Source: an optimization exercise on an open RTL-to-GDS flow (aim: small area). Production flows keep margins and buffers that such runs may drop.
Function was checked by simulation only, so behaviour that the tests miss may differ from the original.
Power figures rest on the tool's default switching activity, not on a simulated workload.

==> design.v <==
module SEG(
    input      [2:0] HEX,
    input      [3:0] num,
    output reg [6:0] HEX0_D,
    output reg [6:0] HEX1_D,
    output reg [6:0] HEX2_D,
    output reg [6:0] HEX3_D
);
    always @(*) begin
        HEX0_D = 7'b1111111;
        HEX1_D = 7'b1111111;
        HEX2_D = 7'b1111111;
        HEX3_D = 7'b1111111;
        case(HEX)
        0 : begin
            HEX1_D = 7'b1111111;
            HEX2_D = 7'b1111111;
            HEX3_D = 7'b1111111;
            case(num[3:0])
            4'h0 : HEX0_D = 7'b1000000;
            4'h1 : HEX0_D = 7'b1111001;
            4'h2 : HEX0_D = 7'b0100100;
            4'h3 : HEX0_D = 7'b0110000;
            4'h4 : HEX0_D = 7'b0011001;
            4'h5 : HEX0_D = 7'b0010010;
            4'h6 : HEX0_D = 7'b0000010;
            4'h7 : HEX0_D = 7'b1111000;
            4'h8 : HEX0_D = 7'b0000000;
            4'h9 : HEX0_D = 7'b0010000;
            4'hA : HEX0_D = 7'b0001000;
            4'hB : HEX0_D = 7'b0000011;
            4'hC : HEX0_D = 7'b1000110;
            4'hD : HEX0_D = 7'b0100001;
            4'hE : HEX0_D = 7'b0000110;
            4'hF : HEX0_D = 7'b0001110;
            endcase 
        end
        1 : begin
            HEX0_D = 7'b1111111;
            HEX2_D = 7'b1111111;
            HEX3_D = 7'b1111111;
            case(num[3:0])
            4'h0 : HEX1_D = 7'b1000000;
            4'h1 : HEX1_D = 7'b1111001;
            4'h2 : HEX1_D = 7'b0100100;
            4'h3 : HEX1_D = 7'b0110000;
            4'h4 : HEX1_D = 7'b0011001;
            4'h5 : HEX1_D = 7'b0010010;
            4'h6 : HEX1_D = 7'b0000010;
            4'h7 : HEX1_D = 7'b1111000;
            4'h8 : HEX1_D = 7'b0000000;
            4'h9 : HEX1_D = 7'b0010000;
            4'hA : HEX1_D = 7'b0001000;
            4'hB : HEX1_D = 7'b0000011;
            4'hC : HEX1_D = 7'b1000110;
            4'hD : HEX1_D = 7'b0100001;
            4'hE : HEX1_D = 7'b0000110;
            4'hF : HEX1_D = 7'b0001110;
            endcase 
        end
        2 : begin
            HEX0_D = 7'b1111111;
            HEX1_D = 7'b1111111;
            HEX3_D = 7'b1111111;
            case(num[3:0])
            4'h0 : HEX2_D = 7'b1000000;
            4'h1 : HEX2_D = 7'b1111001;
            4'h2 : HEX2_D = 7'b0100100;
            4'h3 : HEX2_D = 7'b0110000;
            4'h4 : HEX2_D = 7'b0011001;
            4'h5 : HEX2_D = 7'b0010010;
            4'h6 : HEX2_D = 7'b0000010;
            4'h7 : HEX2_D = 7'b1111000;
            4'h8 : HEX2_D = 7'b0000000;
            4'h9 : HEX2_D = 7'b0010000;
            4'hA : HEX2_D = 7'b0001000;
            4'hB : HEX2_D = 7'b0000011;
            4'hC : HEX2_D = 7'b1000110;
            4'hD : HEX2_D = 7'b0100001;
            4'hE : HEX2_D = 7'b0000110;
            4'hF : HEX2_D = 7'b0001110;
            endcase 
        end
        3 : begin
            HEX0_D = 7'b1111111;
            HEX1_D = 7'b1111111;
            HEX2_D = 7'b1111111;
            case(num[3:0])
            4'h0 : HEX3_D = 7'b1000000;
            4'h1 : HEX3_D = 7'b1111001;
            4'h2 : HEX3_D = 7'b0100100;
            4'h3 : HEX3_D = 7'b0110000;
            4'h4 : HEX3_D = 7'b0011001;
            4'h5 : HEX3_D = 7'b0010010;
            4'h6 : HEX3_D = 7'b0000010;
            4'h7 : HEX3_D = 7'b1111000;
            4'h8 : HEX3_D = 7'b0000000;
            4'h9 : HEX3_D = 7'b0010000;
            4'hA : HEX3_D = 7'b0001000;
            4'hB : HEX3_D = 7'b0000011;
            4'hC : HEX3_D = 7'b1000110;
            4'hD : HEX3_D = 7'b0100001;
            4'hE : HEX3_D = 7'b0000110;
            4'hF : HEX3_D = 7'b0001110;
            endcase 
        end
        default : ;
        endcase
    end
endmodule
module pulseKey (
    input       btn,
    input       clk,
    input       reset,
    output reg  keyPulse
);
    reg q_DFF, out;
    always @(posedge clk) begin
        if (reset) q_DFF <= 0;
        else       q_DFF <= btn;
    end
    always @(posedge clk) begin
        if (reset) keyPulse <= 0;
        else       keyPulse <= (q_DFF == 0) && (btn == 1);
    end
endmodule
module presclaer(
    input				CLK,
    input               rst,
    input      [31:0]	target,
	output reg [31:0]	cnt,
    output reg         	presclaerFlag,
	output reg			preCLK
);
	always @(posedge CLK) begin
        if (rst == 1) begin
            cnt <= 0;
            presclaerFlag <= 0;
        end
        else begin
            if(target > cnt) begin
                cnt <= cnt + 1;
                presclaerFlag <= 0;
            end
            else if (cnt >= target) begin
                cnt <= 0;
                presclaerFlag <= 1;
            end
        end
	end
	always @(posedge CLK) begin
		if (rst == 1) preCLK <= 0;
		else if (presclaerFlag == 1) preCLK <= preCLK ^ 1;
	end
endmodule
module lab7(
    input				CLOCK_50_2,
    input				RESET,
    input      [9:0]	SW,
    input 	   [9:0]    BUTTON,
    output          	presclaerFlag,
	output          	Alarm_flag,
	output reg [8:0]	smallSec,
	output reg [8:0]	sec,
	output reg [8:0]	min,
    output     [6:0] 	HEX0_D,
    output     [6:0] 	HEX1_D,
    output     [6:0] 	HEX2_D,
    output     [6:0] 	HEX3_D,
    output reg [9:0]    LEDG
);
	parameter target = 49;
	reg [10:0] Alr;
	reg [1:0] FSM_flag;
	reg [8:0] alr_sec, alr_min;
	reg [3:0] min_hex, secH_hex, secL_hex, smallSec_hex;
    wire [9:0] keyPulse;
    pulseKey i_pulseKey1(
        .btn        (BUTTON[1]),
        .clk        (CLOCK_50_2),
		.reset      (RESET),
        .keyPulse   (keyPulse[1])
    );
    pulseKey i_pulseKey2(
        .btn        (BUTTON[2]),
        .clk        (CLOCK_50_2),
		.reset      (RESET),
        .keyPulse   (keyPulse[2])
    );
	presclaer i_presclaer(
		.CLK			(CLOCK_50_2),
		.rst			(SW[9] | RESET),
		.target			(target),
		.cnt			(),
		.presclaerFlag	(presclaerFlag),
		.preCLK			()
	);
    SEG i_seg0(
        .HEX        (3'd0),
        .num        (smallSec_hex),
        .HEX0_D     (HEX0_D),
        .HEX1_D     (),
        .HEX2_D     (),
        .HEX3_D     ()
    );
    SEG i_seg1(
        .HEX        (3'd1),
        .num        (secL_hex),
        .HEX0_D     (),
        .HEX1_D     (HEX1_D),
        .HEX2_D     (),
        .HEX3_D     ()
    );
    SEG i_seg2(
        .HEX        (3'd2),
        .num        (secH_hex),
        .HEX0_D     (),
        .HEX1_D     (),
        .HEX2_D     (HEX2_D),
        .HEX3_D     ()
    );
    SEG i_seg3(
        .HEX        (3'd3),
        .num        (min_hex),
        .HEX0_D     (),
        .HEX1_D     (),
        .HEX2_D     (),
        .HEX3_D     (HEX3_D)
    );
	always @(posedge CLOCK_50_2) begin
		if (RESET) FSM_flag <= 3;
		else if (SW[8] == 1) FSM_flag <= 0;		 
		else if (SW[9] == 1) FSM_flag <= 1;	 
		else if ((min == alr_min) && (sec == alr_sec)) FSM_flag <= 2;
		else FSM_flag <= 3;
	end
	assign Alarm_flag = 1'b0;
	always @(posedge CLOCK_50_2) begin
		if (RESET) begin
			Alr = 11'h0;
			smallSec     <= 0;
			sec          <= 0;
			min          <= 0;
			alr_sec      <= 0;
			alr_min      <= 0;
			min_hex      <= 0;
			secH_hex     <= 0;
			secL_hex     <= 0;
			smallSec_hex <= 0;
		end
		else case (FSM_flag)
			0: begin
				Alr = 10'h0;
				if (keyPulse[2]) alr_min <= alr_min + 1;
				if (keyPulse[1]) alr_sec <= alr_sec + 1;
				if (alr_min >= 10) alr_min <= 0;
				if (alr_sec >= 60) alr_sec <= 0;
				min_hex		 <= alr_min;
				secH_hex	 <=	(alr_sec/10) % 10;
				secL_hex	 <=	alr_sec % 10;
			end
			1: begin
				Alr = 10'h0;
				if (keyPulse[2]) min <= min + 1;
				if (keyPulse[1]) sec <= sec + 1;
				if (min >= 10) min <= 0;
				if (sec >= 60) sec <= 0;
				min_hex		 <= min;
				secH_hex	 <=	(sec/10) % 10;
				secL_hex	 <=	sec % 10;
			end
			2 : begin
				Alr = 10'h3FF;
				sec <= alr_sec;
				min <= alr_min;
				min_hex		 <= min;
				secH_hex	 <=	(sec/10) % 10;
				secL_hex	 <=	sec % 10;
			end
			default: begin
				Alr = 10'h0;
				if (presclaerFlag == 1) smallSec <= smallSec + 1;
				if(smallSec >= 10) begin
					smallSec <= 0;
					sec <= sec + 1;
				end
				if (sec >= 60) begin
					sec <= 0;
					min <= min + 1;
				end
				if (min >= 10) min <= 0;
				min_hex		 <= min;
				secH_hex	 <=	(sec/10) % 10;
				secL_hex	 <=	sec % 10;
				smallSec_hex <=	smallSec;
			end
		endcase
		LEDG <= Alr[9:0];
	end
endmodule
==> run.sh <==
#!/bin/bash
# synth_recipe.tcl (not shown) runs the flow's synth.tcl, then flattens the netlist and writes it again
# the make line also repeats each setting of config.mk as NAME=value (left out here)
make -C /OpenROAD-flow-scripts/flow DESIGN_CONFIG=/design/flow/config.mk WORK_HOME=/design/flow/orfs CLKGATE_MAP_FILE= SYNTH_SCRIPT=/design/flow/synth_recipe.tcl finish
==> config.mk <==
export PLATFORM = sky130hd
export DESIGN_NAME = lab7
export DESIGN_NICKNAME = lab7
export VERILOG_FILES = /design/flow/design.v
export SDC_FILE = /design/flow/constraint.sdc
export NUM_CORES = 4
export LEC_CHECK = 0
export CAP_MARGIN = 20
export CORE_MARGIN = 2
export CORE_UTILIZATION = 40
export SLEW_MARGIN = 20
==> constraint.sdc <==
create_clock -name core_clock -period 8.0 [get_ports {CLOCK_50_2}]
set_input_delay 1.6000 -clock core_clock [delete_from_list [all_inputs] [get_ports {CLOCK_50_2}]]
set_output_delay 1.6000 -clock core_clock [all_outputs]
set_load 0.01 [all_outputs]
==> run notes <==
-- what timing repair did --
item                                   4_1_cts  5_1_grt
gates resized for setup                      0        2
setup endpoints to repair                    0        1
endpoints found under the hold margin        0        0
-- area by class of cell --
type | count | area (um^2)
flip-flops and latches | 117 | 2342
clock buffers | 19 | 442.9
repair buffers | 83 | 795.8
inverters | 51 | 191.4
multi-input cells | 785 | 5122
well taps | 265 | 331.6
clock inverters | 13 | 220.2
fillers | 1892 | 9888
-- registers in the layout (all words and copies together) (netlist names), 9 cells and up --
signal and flops:
i_presclaer.cnt 32, alr_min 9, alr_sec 9, min 9, sec 9, smallSec 9
-- worst min-delay path by stage --
stage	from	endpoint	slack, ps
3_3_place_gp	i_pulseKey2.q_DFF	i_pulseKey2.keyPulse	380
5_1_grt	i_pulseKey1.q_DFF	i_pulseKey1.keyPulse	410
6_report	i_pulseKey2.q_DFF	i_pulseKey2.keyPulse	390
2_1_floorplan	i_pulseKey1.q_DFF	i_pulseKey1.keyPulse	370
3_5_place_dp	i_pulseKey1.q_DFF	i_pulseKey1.keyPulse	370
4_1_cts	i_pulseKey2.q_DFF	i_pulseKey2.keyPulse	400
-- cells in the mapped netlist (4+ instances only) --
master / number / area share
inv_1: 48 / 0.023
or3_1: 5 / 0.0040
o211ai_1: 6 / 0.0057
o2111ai_1: 5 / 0.0056
dfxtp_1: 117 / 0.30
mux2i_1: 24 / 0.031
xor2_1: 13 / 0.015
a21oi_1: 63 / 0.040
nand4_1: 12 / 0.0096
and3_1: 8 / 0.0064
nor4_1: 13 / 0.010
buf_4: 14 / 0.013
maj3_1: 4 / 0.0051
a21o_1: 8 / 0.0077
or4_1: 4 / 0.0038
nand2_1: 88 / 0.042
nand2b_1: 13 / 0.010
buf_1: 6 / 0.0029
ha_1: 52 / 0.083
mux2_2: 4 / 0.0057
o21a_1: 5 / 0.0048
a22o_1: 4 / 0.0045
a22oi_1: 11 / 0.011
nand3_1: 35 / 0.022
a311oi_1: 9 / 0.010
nor3_1: 28 / 0.018
o21ai_1: 7 / 0.0045
a211o_1: 5 / 0.0056
a31oi_1: 19 / 0.015
nor2b_1: 7 / 0.0056
o2bb2ai_1: 4 / 0.0045
o21ai_0: 48 / 0.031
buf_2: 4 / 0.0026
o31ai_1: 5 / 0.0048
or2_2: 10 / 0.0080
o22ai_1: 20 / 0.016
clkbuf_1: 35 / 0.017
a211oi_1: 7 / 0.0067
xnor2_1: 27 / 0.030
nor2_1: 105 / 0.050
and2_1: 6 / 0.0048
-- kinds of logic (layout without fill, tap and decap cells) --
family / Yosys count / count (layout) / synth area share
fa+ha+maj: 57 / 57 / 0.08944
flops: 117 / 117 / 0.2985
mux: 34 / 34 / 0.04943
buf+inv: 112 / 166 / 0.06282
compound gates: 273 / 273 / 0.2372
xor+xnor: 40 / 40 / 0.04464
other cells: 1 / 27 / 0.0004779
simple gates: 354 / 354 / 0.2175
-- worst register-to-register path, delay by kind of cell (launching register included) --
family                   cells  cell delay, ps
AO/OA/AOI/OAI               11            2510
XOR/XNOR                     2             340
adder cells (fa/ha/maj)      5            1400
buffers and inverters        6             690
flip-flops                   1             320
multiplexers                 2             690
AND/OR/NAND/NOR              6            1290
-- through the flow --
step	instance area (um^2)	setup WS, ps
after floorplan	7945	1193
after global placement	8773	780.3
after detailed placement	8773	724.5
after CTS	9437	703.0
after global routing	9447	1.635
final	9447	633.2
-- layout by cell type (no fill, tap or decap), types with 6 or more instances in the layout --
cell type / n
clkdlybuf4s50_1: 70
nor4_1: 13
o21ai_0: 48
ha_1: 51
xor2_1: 13
conb_1: 27
inv_1: 48
o211ai_1: 6
a311oi_1: 9
and3_1: 8
a22oi_1: 11
dfxtp_1: 117
nor2b_1: 7
o21ai_1: 7
a21o_1: 8
mux2i_1: 23
a31oi_1: 18
xnor2_1: 27
clkbuf_16: 17
and2_1: 6
nand4_1: 12
a211oi_1: 7
buf_4: 12
or2_2: 10
nor3_1: 28
nand2_1: 88
o22ai_1: 20
nand3_1: 35
nor2_1: 105
a21oi_1: 63
nand2b_1: 13
-- report_power, final --
part           switching (mW)  total [mW]  leakage [nW]  internal [mW]
Combinational          0.0937       0.167          2.36         0.0729
Clock                   0.289       0.855         0.316          0.566
Sequential             0.0174       0.624         0.957          0.606
Total                   0.400        1.65          3.63           1.25
-- per-layer routing --
layer	up-vias	routed length, um	track usage
li1	3677	-	-
met1	3384	9509	0.2599
met2	184	9284	0.3248
met3	24	1044	0.04603
met4	0	231	0.04799
met5	-	0	0
==> impl_metrics.csv <==
group,metric,value,unit
outcome,status,"complete, no violations",
pwr,vdd_ir_drop_max,0.1515,mV
place,place_inst,1301,
floorplanning,fp.dieH,144.1,um
place,place_hpwl,14.36,mm
worst_setup_path,crit_start,"FSM_flag[0]",
cells_and_area,diodes,0,
job,max_cap_viol_count,0,
worst_setup_path,critical_path_cell_count,32,
clock_network,numCtsBuffers,17,
synthesis,avgSynthCellArea,7.943,um^2
timing,hold_viol_final,0,
pwr,total_power,1.645,mW
synthesis,synth.yosys.seq_area_share,0.2985,
worst_setup_path,r2r_end,"HEX2_D[3]",
cells_and_area,utilization,0.4886,
floorplanning,core.rowCount,51,
cells_and_area,area.growth.synth_to_final,20.38,%
pwr,power_density,174.1,mW/mm^2
timing,worstMarginPinSlew,833.9,ps
clock_network,cts_tree,"done",
worst_setup_path,endpoint,"HEX2_D[3]",
synthesis,synth_warnings,4,
drt,viasPerCell,5.453,
synthesis,synthCells,988,
drt,drt-initial-drc-count,378,
clock_network,clock_latency,420,ps
worst_setup_path,required,8290,ps
worst_setup_path,r2r_slack,630,ps
cells_and_area,final_nets,1129,
pwr,p_leak,3.634,nW
synthesis,ys_ff_latch,117,
drt,drt.antenna.violating_nets,0,
clock_network,clockBufferDepth,2,
timing,finalClockSkew,11.32,ps
worst_setup_path,critPathMaxFanout,12,
floorplanning,fp.dieW,144.1,um
drt,totalWireLength,20.07,mm
place,gp_congestion,0.8388,
drt,drc,0,
worst_setup_path,critical_path.top_delay_family,"compound AO/OA/AOI/OAI gates",
global_route,grt_pass1_vias,6716,
worst_setup_path,reg2reg_from,"FSM_flag[0]",
cells_and_area,fin_cells,1333,
worst_hold_path,whs_path_depth,1,
synthesis,ys_types,93,
timing,slew_violations,0,
clock_network,cts.clk_slew.worst_paths,60,ps
place,io_buffers,71,
synthesis,synthFlopType,"dfxtp_1",
timing,rsz0062_at_grt,"false",
clock_network,post-cts-setup-buffer-count,0,
worst_setup_path,slowest_delay,500,ps
floorplanning,core_area,0.01933,mm^2
drt,wl_per_cell,15.06,um
timing,fin_hold_ws,389.1,ps
worst_setup_path,endpoint_kind,"flop",
clock_network,hold_buffers,0,
timing,min_period,7367,ps
timing,setup_tns,0,ps
cells_and_area,post_route_cells_drive_above_1_share,0.08895,
timing,fin_crit_sh,0.9209,
clock_network,cts-root-buf,"clkbuf_16",
worst_setup_path,critPathSlowestCell,"mux2_2",
synthesis,synth-edff-count,0,
worst_setup_path,r2r_cells,32,
worst_setup_path,critical_path_arrival,7660,ps
worst_setup_path,cp_num_buf_inv,6,
floorplanning,initial_core_util,0.4059,
worst_setup_path,crit_top_cell,"inv_1",
global_route,grt_usage,0.1967,
synthesis,syn_area,0.007848,mm^2
worst_setup_path,crit_type,"flop to flop",
synthesis,async_reset_ff_frac,0,
drt,dr_total_vias,7269,
global_route,grt_overflow,0,
timing,worst_slew_margin_rel,0.4440,
floorplanning,die-area,0.02075,mm^2
timing,setup-violations-final,0,
worst_hold_path,min_path_type,"flop to flop",
drt,detail_route.first_pass.iterations,5,
global_route,antenna_found_initial,0,
clock_network,clock_sinks,117,
worst_setup_path,start_kind,"flop",
clock_network,htreeDepth,4,
floorplanning,ios,89,
timing,max_freq,135.7,MHz
global_route,grt_pass1_wl,33.02,mm
global_route,grt_max_degree,55,

[afterwards: timing with drivers on the ports]
Ports are ideal in the flow. The routed layout listed here was re-timed in OpenROAD. Step 1 sets driving cells, clkbuf_16 on the clock port and buf_2 on the other inputs (assumed; they add their load-dependent delay and slew). Step 2 also shifts input and output timing later by t, the mid clock arrival at the registers, as if the neighbouring blocks saw the same clock. a / b / c = ideal ports / drivers / drivers and shift; a / b = the first two.
t (ns): 0.451
slack for setup (ns): 0.633 / 0.633 / 0.633
hold slack, ns: 0.389 / 0.389 / 0.389
worst slew at a driven data input, ns: 0.05
cell pins on the clock port's net: 1
After both steps setup and hold are still met in this run. The setup slack of this run moves by 0.000 ns with the drivers and by 0.000 ns with both steps.
